Background: an optimization exercise with open tools, aiming at small area. Do not read the settings as production practice. Function was checked by simulation only, so behaviour that the tests miss may differ from the original. No driver is modelled on the clock port, so clocking that relies on it looks cheaper here than on a real chip.

==> module generator, before the edit <==
module generator #(
    parameter   [31:0]  BASE_ADDRESS    = 32'h3000_0000,
    parameter   [15:0]  PERIOD          = 16'd8,
    parameter   [7:0]   RAM_END_ADDR    = 8'd0
)(
    input wire          caravel_wb_clk_i,        
    input wire          caravel_wb_rst_i,        
    input wire          caravel_wb_stb_i,        
    input wire          caravel_wb_cyc_i,        
    input wire          caravel_wb_we_i,         
    input wire  [3:0]   caravel_wb_sel_i,        
    input wire  [31:0]  caravel_wb_dat_i,        
    input wire  [31:0]  caravel_wb_adr_i,        
    output reg          caravel_wb_ack_o,        
    output wire [31:0]  caravel_wb_dat_o,        
    output wire         rambus_wb_rst_o,         
    output wire         rambus_wb_stb_o,         
    output wire         rambus_wb_cyc_o,         
    output wire         rambus_wb_we_o,          
    output wire [3:0]   rambus_wb_sel_o,         
    output wire [31:0]  rambus_wb_dat_o,         
    output reg  [7:0]   rambus_wb_adr_o,         
    input wire          rambus_wb_ack_i,         
    input wire  [31:0]  rambus_wb_dat_i,         
    output reg  [7:0]   dac,
    output wire         dbg_ram_addr_zero,
    output wire         dbg_state_run,
    output wire         dbg_dac_start,
    output wire         dbg_ram_wb_stb,
    output wire         dbg_caravel_wb_stb
);
    wire clk   = caravel_wb_clk_i;
    wire reset = caravel_wb_rst_i;
    wire nrst  = ~reset;
    wire adr_match = caravel_wb_adr_i == BASE_ADDRESS;
    wire bus_acc   = caravel_wb_stb_i & caravel_wb_cyc_i & adr_match;
    wire bus_wr    = bus_acc &  caravel_wb_we_i;
    wire bus_rd    = bus_acc & ~caravel_wb_we_i;
    reg [15:0] period;
    reg [7:0]  ram_end_addr;
    reg        run;
    wire [24:0] cfg     = {run, ram_end_addr, period};
    wire        wr_ld   = nrst & bus_wr;
    wire        wr_hd   = nrst & ~bus_wr;
    wire [24:0] cfg_ao;
    gen_ao22 #(25) u_cfg (.a(caravel_wb_dat_i[24:0]), .sa(wr_ld), .b(cfg), .sb(wr_hd), .y(cfg_ao));
    always @(posedge clk)
        {run, ram_end_addr, period} <= {cfg_ao[24:4], cfg_ao[3] | reset, cfg_ao[2:0]};
    reg [24:0] rd_data;
    wire rd_ld = nrst & bus_rd;
    wire rd_hd = nrst & ~bus_rd;
    wire [24:0] rd_nx;
    gen_ao22 #(25) u_rd (.a(cfg), .sa(rd_ld), .b(rd_data), .sb(rd_hd), .y(rd_nx));
    always @(posedge clk)
        rd_data <= rd_nx;
    assign caravel_wb_dat_o = {7'd0, rd_data};
    always @(posedge clk)
        caravel_wb_ack_o <= nrst & caravel_wb_stb_i & adr_match;
    reg        running;
    reg        upd;
    reg        dac_start_q;
    reg [1:0]  byte_count;
    reg [15:0] wait_cnt;             
    wire [15:0] wait_dec = wait_cnt - 16'd1;
    wire [15:0] wait_nx;
    gen_ao22 #(16) u_wait (.a(period), .sa(upd), .b(wait_dec), .sb(~upd), .y(wait_nx));
    always @(posedge clk) begin
        dac_start_q <= upd;
        wait_cnt    <= wait_nx;
        running     <= nrst & (running | run);
        upd         <= nrst & (running ? (~upd & (wait_cnt == 16'd2)) : run);
        byte_count  <= {2{nrst}} & (byte_count + {1'b0, upd});
    end
    wire fetch_next = dac_start_q & byte_count[1] & ~byte_count[0];
    reg        init;
    reg        req;
    reg [7:0]  ram_address;
    wire s_init  = init & ~req;
    wire s_first = init &  req;
    wire s_wait  = ~init & ~req;
    wire s_ack   = ~init &  req;
    wire fetch   = s_first | (s_wait & fetch_next);
    wire got     = s_ack & rambus_wb_ack_i;
    wire [7:0] ra_inc  = ram_address + 8'd1;
    wire       ra_wrap = ra_inc == ram_end_addr;
    wire       ra_ld   = nrst & ((s_init & ~ram_address[3]) | (fetch & ~ra_wrap));
    wire       ra_hd   = nrst & ~s_init & ~fetch;
    wire       ad_ld   = nrst & fetch;
    wire       ad_hd   = nrst & ~fetch;
    wire [7:0] ra_nx, ad_nx;
    gen_ao22 #(8) u_ra (.a(ra_inc), .sa(ra_ld), .b(ram_address), .sb(ra_hd), .y(ra_nx));
    gen_ao22 #(8) u_ad (.a(ram_address), .sa(ad_ld), .b(rambus_wb_adr_o), .sb(ad_hd), .y(ad_nx));
    always @(posedge clk) begin
        init            <= reset | s_init;
        req             <= nrst & ((s_init & ram_address[3]) | fetch | (s_ack & ~rambus_wb_ack_i));
        ram_address     <= ra_nx;
        rambus_wb_adr_o <= ad_nx;
    end
    reg [31:0] dac_data;
    reg [31:0] dac_data_buf;
    wire g_ld = nrst & got;                  
    wire g_hd = nrst & ~got;
    wire b_sh = nrst & ~got & upd;           
    wire b_hd = nrst & ~got & ~upd;
    wire d_ld = nrst & upd;
    wire d_hd = nrst & ~upd;
    wire [31:0] dd_nx, buf_nx;
    wire [7:0]  dac_nx;
    gen_ao22  #(32) u_dd   (.a(rambus_wb_dat_i), .sa(g_ld), .b(dac_data), .sb(g_hd), .y(dd_nx));
    gen_ao22  #(8)  u_bufh (.a(dac_data[31:24]), .sa(g_ld), .b(dac_data_buf[31:24]), .sb(b_hd),
                            .y(buf_nx[31:24]));
    gen_ao222 #(24) u_bufl (.a(dac_data[23:0]), .sa(g_ld), .b(dac_data_buf[31:8]), .sb(b_sh),
                            .c(dac_data_buf[23:0]), .sc(b_hd), .y(buf_nx[23:0]));
    gen_ao22  #(8)  u_dac  (.a(dac_data_buf[7:0]), .sa(d_ld), .b(dac), .sb(d_hd), .y(dac_nx));
    always @(posedge clk) begin
        dac_data     <= dd_nx;
        dac_data_buf <= buf_nx;
        dac          <= dac_nx;
    end
    assign rambus_wb_stb_o    = s_ack;
    assign rambus_wb_cyc_o    = s_ack;
    assign rambus_wb_rst_o    = reset | s_init;
    assign rambus_wb_we_o     = 1'b0;
    assign rambus_wb_sel_o    = 4'b1111;
    assign rambus_wb_dat_o    = 32'd0;
    assign dbg_ram_addr_zero  = ram_address == 8'd0;
    assign dbg_state_run      = run;
    assign dbg_dac_start      = dac_start_q;
    assign dbg_ram_wb_stb     = s_ack;
    assign dbg_caravel_wb_stb = caravel_wb_stb_i;
endmodule
clock: 10.0 ns
lec_check: 0
cap_margin: 0
core_margin: 2
core_utilization: 75
slew_margin: 0
synth_hierarchical: 1
synth_minimum_keep_size: 0
standard.sh (not shown) runs the stock make flow with config.mk's settings and CLKGATE_MAP_FILE= SYNTH_SCRIPT=/design/flow/synth_recipe.tcl, a recipe that flattens the netlist after the stock synthesis.
==> flow/flow/run.sh <==
#!/bin/bash
# Own layout flow: the standard flow (standard synthesis unchanged), with
# minimum-size port buffers, one shared tie cell, combinational cells at their
# smallest size after floorplan, and a clock tree of small buffers, upsized
# where their slew is high.
set -euo pipefail
here=$(pwd)
export BUFFER_PORTS_ARGS="-buffer_cell sky130_fd_sc_hd__buf_1"
export CTS_ARGS="-sink_clustering_enable -repair_clock_nets -dont_use_dummy_load -buf_list sky130_fd_sc_hd__clkbuf_4 -root_buf sky130_fd_sc_hd__clkbuf_8"
export POST_FLOORPLAN_TCL=$here/flow/post_floorplan.tcl
export POST_CTS_TCL=$here/flow/post_cts.tcl
bash standard.sh > standard.log 2>&1
Other scripts of this flow, unchanged in this note and not shown: flow/flow/post_cts.tcl, flow/flow/post_floorplan.tcl
Edit:
--- a/flow/design.v
+++ b/flow/design.v
@@ -63,15 +63,20 @@
     reg        dac_start_q;
     reg [1:0]  byte_count;
     reg [15:0] wait_cnt;             
-    wire [15:0] wait_dec = wait_cnt - 16'd1;
+    wire [16:0] wait_z;
+    assign wait_z[0] = 1'b1;
+    genvar gi;
+    generate for (gi = 0; gi < 16; gi = gi + 1) begin : g_dec
+        assign wait_z[gi+1] = wait_z[gi] & ~wait_cnt[gi];
+    end endgenerate
     wire [15:0] wait_nx;
-    gen_ao22 #(16) u_wait (.a(period), .sa(upd), .b(wait_dec), .sb(~upd), .y(wait_nx));
+    gen_ldx #(16) u_wait (.a(period), .sa(upd), .b(wait_cnt), .t(wait_z[15:0]), .y(wait_nx));
     always @(posedge clk) begin
         dac_start_q <= upd;
         wait_cnt    <= wait_nx;
         running     <= nrst & (running | run);
         upd         <= nrst & (running ? (~upd & (wait_cnt == 16'd2)) : run);
-        byte_count  <= {2{nrst}} & (byte_count + {1'b0, upd});
+        byte_count  <= {2{nrst}} & {byte_count[1] ^ (byte_count[0] & upd), byte_count[0] ^ upd};
     end
     wire fetch_next = dac_start_q & byte_count[1] & ~byte_count[0];
     reg        init;
@@ -83,7 +88,12 @@
     wire s_ack   = ~init &  req;
     wire fetch   = s_first | (s_wait & fetch_next);
     wire got     = s_ack & rambus_wb_ack_i;
-    wire [7:0] ra_inc  = ram_address + 8'd1;
+    wire [8:0] ra_c;
+    assign ra_c[0] = 1'b1;
+    generate for (gi = 0; gi < 8; gi = gi + 1) begin : g_inc
+        assign ra_c[gi+1] = ra_c[gi] & ram_address[gi];
+    end endgenerate
+    wire [7:0] ra_inc  = ram_address ^ ra_c[7:0];
     wire       ra_wrap = ra_inc == ram_end_addr;
     wire       ra_ld   = nrst & ((s_init & ~ram_address[3]) | (fetch & ~ra_wrap));
     wire       ra_hd   = nrst & ~s_init & ~fetch;
@@ -155,3 +165,14 @@
 );
     assign y = ({W{sa}} & a) | ({W{sb}} & b) | ({W{sc}} & c);
 endmodule
+module gen_ldx #(
+    parameter W = 1
+)(
+    input  wire [W-1:0] a,
+    input  wire         sa,
+    input  wire [W-1:0] b,
+    input  wire [W-1:0] t,
+    output wire [W-1:0] y
+);
+    assign y = sa ? a : (b ^ t);
+endmodule
Outcome:
- hold slack got worse by 32 ps
- worst setup slack gets better by 440 ps
- wire length falls by 8.5%
- clock skew came out higher by 6.9 ps
- synthesized area drops by 2.7%

==> separate check: timing with driven ports <==
The results above use ideal ports. As a check the final layouts listed here were re-extracted and re-timed, cells and wires unchanged.
Step 1 (the two cells are an assumption about what drives the block):
set clk [get_ports {caravel_wb_clk_i}]
set_driving_cell -lib_cell sky130_fd_sc_hd__clkbuf_16 $clk
set_driving_cell -lib_cell sky130_fd_sc_hd__buf_2 [delete_from_list [all_inputs] $clk]
Step 2, shift: input delay + t, output delay - t, t = (earliest + latest rising clock arrival at the registers) / 2. This alone moves slack from input paths to output paths.
a / b / c = ideal ports / drivers / drivers and shift; a / b = the first two.
| run | shift t [ns] | setup slack, ns | clock arrival spread, ns | worst register clock-pin slew, ns |
|---|---|---|---|---|
| the first run | 0.428 | 4.913 / 4.877 / 4.877 | 0.026 / 0.026 | 0.10 / 0.10 |
| the second run | 0.438 | 5.352 / 5.324 / 5.324 | 0.037 / 0.036 | 0.10 / 0.10 |
After both steps setup and hold are still met in every run listed. For the first run, which loses most, drivers alone change the setup slack by -0.036 ns; drivers and shift together by -0.036 ns.
